What follows belongs to an exercise in optimizing a design on an open flow for a short achievable clock period and few clock cycles; a production flow would make more cautious choices.
RTL that was checked went through simulation tests only; none was proved equivalent to the original.
Power is estimated from default activity; no workload was simulated.

the previous run:
==> flow/design.v (excerpt) <==
module datapath (input clock, reset,
		 output [31:0] imem_addr,
		 input  [31:0] imem_rdata,
		 output        dmem_we,
		 output [31:0] dmem_addr, dmem_wdata,
		 input  [31:0] dmem_rdata);
reg [31:2] pcw;		 
reg [31:2] pcx;		 
wire [31:0] pc_f = {pcx, 2'b00};
reg        v_d, pred_d, spred_d, lpf_d;
reg [31:0] ins_d, pc4_d, rsv_d, rtv_d;
reg [31:2] pcs_d;
reg [3:0]  pj4_d;
reg [16:0] blo_d;
reg [13:0] pch_d, pchi_d, pchd_d;
reg        he_rs, he_rt, hm_rs, hm_rt;	 
reg        mf_d, ldst_d;
reg [31:0] a_e, b_e, sd_e, alt_e, bt_e;
reg        sld_e, lta_e, ltb_e;
reg        we_e, ld_e, st_e, br_e, brl_e, inv_e, eq_e, crs_e, mul_e, msg_e, kill_e;
reg [4:0]  wr_e;
reg        arith_e, sub_e, xp_e, xg_e, xt_e, xn_e, xb_e, sls_e, slu_e, mhi_e, mlo_e;
reg [31:0] res_m, sd_m;
reg        we_m, ld_m, st_m;
reg [4:0]  wr_m;
reg        bl_m, inv_l, eq_l, crs_l;
reg [31:0] alt_l, bt_l;
reg [31:0] wd_w;
reg        we_w;
reg [4:0]  wr_w;
reg [31:0] ma, hi0, hi1;
reg [32:0] lo;
  ...
Size: about 13000 cells after synthesis, ~160 I/O pins, about 0.16 mm² of cells after synthesis.
==> flow/config.mk <==
export PLATFORM = sky130hd
export DESIGN_NAME = datapath
export DESIGN_NICKNAME = datapath
export VERILOG_FILES = /design/flow/design.v
export SDC_FILE = /design/flow/constraint.sdc
export NUM_CORES = 8
export LEC_CHECK = 0
export CAP_MARGIN = 25
export CORE_MARGIN = 2
export CORE_UTILIZATION = 40
export SETUP_SLACK_MARGIN = 3.2
export SLEW_MARGIN = 20
==> flow/constraint.sdc <==
create_clock -name core_clock -period 5.8 [get_ports {clock}]
set_input_delay 1.1600 -clock core_clock [delete_from_list [all_inputs] [get_ports {clock}]]
set_output_delay 1.1600 -clock core_clock [all_outputs]
set_load 0.01 [all_outputs]
standard.sh (not shown) runs the stock make flow with config.mk's settings and CLKGATE_MAP_FILE= SYNTH_SCRIPT=/design/flow/synth_recipe.tcl, a recipe that flattens the netlist after the stock synthesis.
==> flow/flow/run.sh <==
#!/bin/bash
# Layout flow: the standard flow, with synthesis mapping the logic through ABC with a
# delay-oriented script (flow/speed.abc) in place of the default one. Everything else,
# including the registers that synthesis produces, is the standard flow's.
set -euo pipefail
here=$(pwd)
bash standard.sh SYNTH_SCRIPT=$here/flow/synth.tcl finish > $here/standard.log 2>&1
==> flow/flow/speed.abc <==
&get -n
&st
&dch
&nf
&put
buffer -c
topo
stime -c
upsize -c
dnsize -c
==> flow/flow/synth.tcl <==
# The standard flow's synthesis script, with the ABC mapping script replaced by flow/speed.abc
set ::speed_abc [file join [file dirname [file normalize [info script]]] speed.abc]
proc abc {args} {
  set i [lsearch $args -script]
  lset args [expr {$i + 1}] $::speed_abc
  yosys abc {*}$args
}
source [file join [file dirname [file dirname [file normalize [info script]]]] synth_recipe.tcl]
Testbench counts of the previous run, summed over its fixed seeds: cycles 52,403.
Input changes introduced in the current run (baseline for comparison: the previous run):
-- flow/design.v --
<<< the previous run, line 289
end
wire i_j = op == 6'b000010;
reg        jq_v, jq2_v, jq3_v;
reg [16:0] jq_lo;
reg [13:0] jq_hi;
reg [29:0] jq_dst, jq2_tag, jq2_dst, jq3_tag, jq3_dst;
reg [NJ-1:0] jdup;
integer w;
always @* for (w = 0; w < NJ; w = w + 1) jdup[w] = jv[w] & (jtag[w] == jq2_tag);
reg [NJB-1:0] jptr;
always @(posedge clock)
begin
	jq_lo <= {1'b0, pcs_d[17:2]} - 17'd2;
	jq_hi <= pcs_d[31:18];
	jq_dst <= {pj4_d, ins_d[25:0]};
	jq2_tag <= {jq_hi - {13'b0, jq_lo[16]}, jq_lo[15:0]};
	jq2_dst <= jq_dst;
	jq3_tag <= jq2_tag;
	jq3_dst <= jq2_dst;
	if (reset) begin
		jq_v <= 1'b0;
		jq2_v <= 1'b0;
		jq3_v <= 1'b0;
		jv <= {NJ{1'b0}};
		jptr <= {NJB{1'b0}};
	end else begin
		jq_v <= v_d & i_j;
		jq2_v <= jq_v;
		jq3_v <= jq2_v & ~(|jdup);
		if (jq3_v) begin
			jv[jptr] <= 1'b1;
			jtag[jptr] <= jq3_tag;
			jdst[jptr] <= jq3_dst;
			jptr <= jptr + 1'b1;
		end
>>> the current run, line 289
end
wire i_j = op == 6'b000010;
reg        jq_v, jq2_v;
wire [29:0] jx = pcs_d;
reg  [29:0] jdec2;
reg         jzero;
integer jz;
always @* begin
	jdec2[0] = jx[0];
	jzero = 1'b1;			 
	for (jz = 1; jz < 30; jz = jz + 1) begin
		jdec2[jz] = jx[jz] ^ jzero;
		jzero = jzero & ~jx[jz];
	end
end
reg [29:0] jq_tag, jq_dst, jq2_tag, jq2_dst;
reg [NJ-1:0] jdup;
integer w;
always @* for (w = 0; w < NJ; w = w + 1) jdup[w] = jv[w] & (jtag[w] == jq_tag);
reg [NJB-1:0] jptr;
always @(posedge clock)
begin
	jq_tag <= jdec2;
	jq_dst <= {pj4_d, ins_d[25:0]};
	jq2_tag <= jq_tag;
	jq2_dst <= jq_dst;
	if (reset) begin
		jq_v <= 1'b0;
		jq2_v <= 1'b0;
		jv <= {NJ{1'b0}};
		jptr <= {NJB{1'b0}};
	end else begin
		jq_v <= v_d & i_j;
		jq2_v <= jq_v & ~(|jdup);
		if (jq2_v) begin
			jv[jptr] <= 1'b1;
			jtag[jptr] <= jq2_tag;
			jdst[jptr] <= jq2_dst;
			jptr <= jptr + 1'b1;
		end
Against the previous run, the current run comes in 0.19 points lower on post-synthesis xor/xnor area fraction. Per the comparison of the current run with the previous run, clock group share of total power fell by 0.3 points, clock network area share stayed essentially flat. Summary — number of global-route vias before repair, the current run relative to the previous run: higher, by about 0.64%. On relative area of non-clock buffer cells in the final design, the current run and the previous run are neck and neck. [the current run vs the previous run] total of cells resized after clock tree synthesis: higher in the current run. Cell area | the current run vs the previous run | the current run smaller. On final instance count without filler cells, the current run and the previous run are basically level.
The RTL of the current run was laid out without a check of its function.

========
datapath, a different RTL version from the one above (not shown whole).
Size in the first run: ~11000 cells after synthesis, about 2700 flip-flops, roughly 160 I/O pins, ~140000 um2 of cells after synthesis.
clock: 5.8 ns
lec_check: 0
cap_margin: 25
core_margin: 2
core_utilization: 40
setup_slack_margin: 3.2
slew_margin: 20
Scripts as last shown in full above: flow/flow/run.sh, flow/flow/speed.abc, flow/flow/synth.tcl
Edit:
--- a/flow/design.v
+++ b/flow/design.v
@@ -72,15 +72,17 @@
 		 input  [31:0] imem_rdata,
 		 output        dmem_we,
 		 output [31:0] dmem_addr, dmem_wdata,
 		 input  [31:0] dmem_rdata);
 reg [31:2] pcw;		 
 wire [31:0] pc_f = {pcw, 2'b00};
 reg        v_d, pred_d;
-reg [31:0] ins_d, pc4_d, pcj_d, rsv_d, rtv_d;
+reg [31:0] ins_d, pc4_d, rsv_d, rtv_d;
+reg [31:2] pcs_d;
+reg [3:0]  pj4_d;
 reg [16:0] blo_d;
 reg [13:0] pch_d;
 reg        he_rs, he_rt, hm_rs, hm_rt;	 
 reg        mf_d, ldst_d;
 reg [31:0] a_e, b_e, sd_e, alt_e;
 reg        sld_e, lta_e, ltb_e;
 reg        we_e, ld_e, st_e, br_e, brl_e, bne_e, pred_e, mul_e, msg_e, kill_e;
@@ -126,15 +128,15 @@
 reg [29:0] jdst [0:NJ-1];
 reg [NJ-1:0] jhit_f;
 reg [29:0] jt_f;
 integer u;
 always @* begin
 	jt_f = 30'b0;
 	for (u = 0; u < NJ; u = u + 1) begin
-		jhit_f[u] = jv[u] & (jtag[u] == pc4_f[31:2]);
+		jhit_f[u] = jv[u] & (jtag[u] == pcw);
 		jt_f = jt_f | ({30{jhit_f[u]}} & jdst[u]);
 	end
 end
 wire fold_f = |jhit_f;
 wire [31:0] seq_f = fold_f ? {jt_f, 2'b00} : pc4_f;
 wire [31:0] npc_f = jmp_f ? jtgt_f : pred_f ? btgt_f : seq_f;
 always @(posedge clock)
@@ -214,43 +216,51 @@
 		rsv_d <= v_rs;
 		rtv_d <= v_rt;
 		hm_rs <= wr_e == rs;
 		hm_rt <= wr_e == rt;
 	end else begin
 		ins_d <= ins_f;
 		pc4_d <= seq_f;
-		pcj_d <= pc4_f;
+		pcs_d <= pcw;
+		pj4_d <= pc4_f[31:28];
 		blo_d <= blo_f;
 		pch_d <= pc_f[31:18];
 		pred_d <= pred_f;
 		rsv_d <= rsv_f;
 		rtv_d <= rtv_f;
 		mf_d <= mf_f;
 		he_rs <= wr_d == rs_f;
 		he_rt <= wr_d == rt_f;
 		hm_rs <= wr_e == rs_f;
 		hm_rt <= wr_e == rt_f;
 	end
 end
 wire i_j = op == 6'b000010;
-wire [29:0] jpc_d = pcj_d[31:2] - 30'd1;
+reg        jq_v;
+reg [29:0] jq_tag, jq_dst;
 reg [NJ-1:0] jdup;
 integer w;
-always @* for (w = 0; w < NJ; w = w + 1) jdup[w] = jv[w] & (jtag[w] == jpc_d);
+always @* for (w = 0; w < NJ; w = w + 1) jdup[w] = jv[w] & (jtag[w] == jq_tag);
 reg [NJB-1:0] jptr;
 always @(posedge clock)
 begin
+	jq_tag <= pcs_d - 30'd1;
+	jq_dst <= {pj4_d, ins_d[25:0]};
 	if (reset) begin
+		jq_v <= 1'b0;
 		jv <= {NJ{1'b0}};
 		jptr <= {NJB{1'b0}};
-	end else if (v_d & i_j & ~(|jdup)) begin
-		jv[jptr] <= 1'b1;
-		jtag[jptr] <= jpc_d;
-		jdst[jptr] <= {pcj_d[31:28], ins_d[25:0]};
-		jptr <= jptr + 1'b1;
+	end else begin
+		jq_v <= v_d & i_j;
+		if (jq_v & ~(|jdup)) begin
+			jv[jptr] <= 1'b1;
+			jtag[jptr] <= jq_tag;
+			jdst[jptr] <= jq_dst;
+			jptr <= jptr + 1'b1;
+		end
 	end
 end
 wire [31:0] res_e;
 wire fb_d = hit_e_rt & ~use_imm;
 wire [31:0] v_b = use_imm ? imm_d : v_rt;
 reg  [13:0] bhi_inc, bhi_dec;
 integer q;
Result:
- clock-buffer cell count goes down by 20
- clock skew rose by 17 ps
- synthesized area goes up by 0.79%
- cell count goes up by about 1.6%
- hold slack is about the same
- sequential power climbs by about 2%
- worst setup slack improves by 730 ps
- clock power hardly moves
- critical path depth decreases by 3
- cell area went up by about 0.5%
- via count rises by about 3.4%
No run of this note included a check of the RTL's function; only the layout flow was run.

========
the reference run:
Another version of the RTL of datapath (not shown whole).
For scale: about 12000 cells after synthesis, roughly 2700 flip-flops.
// datapath
module datapath (input clock, reset,
		 output [31:0] imem_addr,
		 input  [31:0] imem_rdata,
		 output        dmem_we,
		 output [31:0] dmem_addr, dmem_wdata,
		 input  [31:0] dmem_rdata);
clock: 5.8 ns
lec_check: 0
cap_margin: 25
core_margin: 2
core_utilization: 40
setup_slack_margin: 3.2
slew_margin: 20
Scripts as last shown in full above: flow/flow/run.sh, flow/flow/speed.abc, flow/flow/synth.tcl
Input changes introduced in the trial run (baseline for comparison: the reference run):
--- a/flow/design.v
+++ b/flow/design.v
@@ -95,14 +95,15 @@
 reg [31:0] wd_w;
 reg        we_w;
 reg [4:0]  wr_w;
 reg [31:0] ma, hi0, hi1;
 reg [32:0] lo;
 reg [50:0] mdig;
-reg        msg, mv1, mv2;
+reg        msg, mv1, mv2, mv3;
 reg [511:0] mrows8;
+reg [191:0] mrows3;
 reg [127:0] mrows2;
 reg [31:0] rf [1:31];
 wire stall_d, redirect, redirect_m;
 wire [31:0] redirect_pc;
 wire [31:0] memval = ld_m ? dmem_rdata : res_m;
 wire [31:0] ins_f = imem_rdata;
@@ -110,13 +111,12 @@
 wire [4:0]  rt_f = ins_f[20:16];
 wire [31:0] pc4_f = pc_f + 32'd4;
 localparam NL = 8;
 localparam LTB = 12;
 reg [NL-1:0] lv, lconf;
 reg [LTB-1:0] ltag [0:NL-1];
-reg [LTB-1:0] ltagp [0:NL-1];	 
 reg [7:0]  lcnt [0:NL-1];
 reg [7:0]  ltrip [0:NL-1];
 reg        lflip_q;
 reg [LTB-1:0] ltg_e, ltg_l;
 reg        cinv_e, cinv_l, lpf_e, lpf_l;
 reg [NL-1:0] lhit_d, lhit_e, lhit_l;
@@ -132,18 +132,19 @@
 wire [31:0] btgt_f = {pc_f[31:18], blo_f[15:0], 2'b00};
 wire spred_f = (beq_f & (same_f | ins_f[15])) | (bne_f & ~same_f);
 wire lpf_f = lflip_q & (beq_f | bne_f);	 
 wire pred_f = spred_f ^ lpf_f;
 wire [31:0] jtgt_f = {pc4_f[31:28], ins_f[25:0], 2'b00};
 wire [31:0] npc_f = jmp_f ? jtgt_f : pred_f ? btgt_f : pc4_f;
+wire [LTB-1:0] lkey = pcw[LTB+1:2] + 1'b1;
 reg lflip_n;
 integer li;
 always @* begin
 	lflip_n = 1'b0;
 	for (li = 0; li < NL; li = li + 1)
-		lflip_n = lflip_n | (lv[li] & lconf[li] & (ltagp[li] == pcw[LTB+1:2]) & (lcnt[li] == ltrip[li]));
+		lflip_n = lflip_n | (lv[li] & lconf[li] & (ltag[li] == lkey) & (lcnt[li] == ltrip[li]));
 end
 always @(posedge clock)
 begin
 	if (reset | redirect) lflip_q <= 1'b0;
 	else if (~stall_d) lflip_q <= lflip_n & ~jmp_f & ~pred_f;
 end
@@ -218,13 +219,13 @@
 wire eq_dr = dmem_rdata == rtv_d;
 wire eq_ra = rsv_d == res_m;
 wire eq_rd = rsv_d == dmem_rdata;
 wire eq_d = (hs & ht) | (hs & ~ht & (ld_m ? eq_dr : eq_ar)) | (~hs & ht & (ld_m ? eq_rd : eq_ra)) |
 	    (~hs & ~ht & eq_rr);
 wire ld_use = ldst_d & we_e;
-wire mf_wait = mf_d & (mul_e | mv1 | mv2);
+wire mf_wait = mf_d & (mul_e | mv1 | mv2 | mv3);
 assign stall_d = v_d & (ld_use | mf_wait);
 wire go_d = v_d & ~stall_d;
 always @(posedge clock)
 begin
 	if (reset | redirect) v_d <= 1'b0;
 	else if (~stall_d) v_d <= 1'b1;
@@ -369,13 +370,12 @@
 					end
 				end
 			end else if (~lq_go) begin
 				lv[lptr] <= 1'b1;
 				lconf[lptr] <= 1'b0;
 				ltag[lptr] <= lq_tag;
-				ltagp[lptr] <= lq_tag - 1'b1;
 				lcnt[lptr] <= 8'd0;
 				lptr <= lptr + 3'd1;
 			end
 		end
 	end
 end
@@ -410,29 +410,29 @@
 wire [127:0] rows2;
 wire [32:0] plo;
 wire [31:0] phi0, phi1;
 booth_enc menc(.b(b_e), .sgn(msg_e), .dig(dig));
 mul_pp  mpp(.a(ma), .sgn(msg), .dig(mdig), .rows(rows8));
 mul_red mrd(.rows(mrows8), .out(rows3));
-mul_red3 mr3(.rows(rows3), .s(rows2[63:0]), .c(rows2[127:64]));
+mul_red3 mr3(.rows(mrows3), .s(rows2[63:0]), .c(rows2[127:64]));
 mul_fin mfn(.rows(mrows2), .lo(plo), .hi0(phi0), .hi1(phi1));
 always @(posedge clock)
 begin
 	if (reset) begin
-		mv1 <= 1'b0; mv2 <= 1'b0;
+		mv1 <= 1'b0; mv2 <= 1'b0; mv3 <= 1'b0;
 	end else begin
 		mv1 <= mul_e & go_e;
 		mv2 <= mv1;
+		mv3 <= mv2;
 	end
-	if (mul_e & go_e) begin
-		ma <= a_e;
-		mdig <= dig;
-		msg <= msg_e;
-	end
+	ma <= a_e;
+	mdig <= dig;
+	msg <= msg_e;
 	mrows8 <= rows8;
-	mrows2 <= rows2;
+	mrows3 <= rows3;
+	if (mv3) mrows2 <= rows2;
 	lo <= plo;
 	hi0 <= phi0;
 	hi1 <= phi1;
 end
 assign dmem_addr = res_m;
 assign dmem_wdata = sd_m;
## What came out
- Non-clock buffer count in the final layout in the trial run vs the reference run: down about 12%
- Compared with the reference run, the trial run shows a lower longest individual stage delay on the worst path.
- The final-layout non-clock buffer area share number comes out lower for the trial run vs the reference run.
- Floorplan die area came out lower on the trial run than on the reference run.
- From the reference run to the trial run the numbers moved as follows: final instance count without filler cells decreased by 360 relative to the old numbers; flip-flop and latch count increased by about 2.6% relative to the old numbers; synthesis-stage register bit count increased by about 2.6% relative to the old numbers.
- Routed length on met3 up 5900 µm in the trial run wrt the reference run
- The trial run: routed length per placed instance is about 1% lower than what the reference run reported.
- NOTE sequential cell area the reference run->the trial run increased slightly
- On cell area, the higher figure sits with the reference run, not the trial run.
Function was not checked in any run of this note: the RTL went through the layout flow alone.

what the ideal ports hide:
The results above use ideal ports. As a check the final layouts listed here were re-extracted and re-timed, cells and wires unchanged. Step 1 (the two cells are an assumption about what drives the block):
set clk [get_ports {clock}]
set_driving_cell -lib_cell sky130_fd_sc_hd__clkbuf_16 $clk
set_driving_cell -lib_cell sky130_fd_sc_hd__buf_2 [delete_from_list [all_inputs] $clk]
Step 2 adds t to the input delays and takes it off the output delays; t is the mean of the earliest and latest rising clock arrival at the registers after step 1. Input paths then give back, and output paths get back, about the clock's delay inside the block. Three values: ideal ports, drivers, drivers and shift; two values: the first two.
run	t (ns)	slack for setup (ns)	worst hold slack (ns)	worst setup path at the end
the previous run	1.085	2.890 / 2.890 / 1.892	0.284 / 0.284 / 0.284	input to register
the current run	1.076	0.810 / 0.810 / 0.810	0.306 / 0.299 / 0.306	register to register
the first run of note 2	1.027	1.800 / 1.800 / 1.299	0.325 / 0.325 / 0.325	input to register
the second run of note 2	1.051	2.531 / 2.531 / 1.742	0.327 / 0.327 / 0.327	input to register
the reference run	1.030	2.918 / 2.793 / 1.763	0.344 / 0.344 / 0.344	input to register
the trial run	1.034	2.895 / 2.781 / 1.747	0.303 / 0.303 / 0.303	input to register
After both steps setup and hold are still met in every run listed. The setup slack of the reference run, which loses most, moves by -0.125 ns with the drivers and by -1.155 ns with both steps.
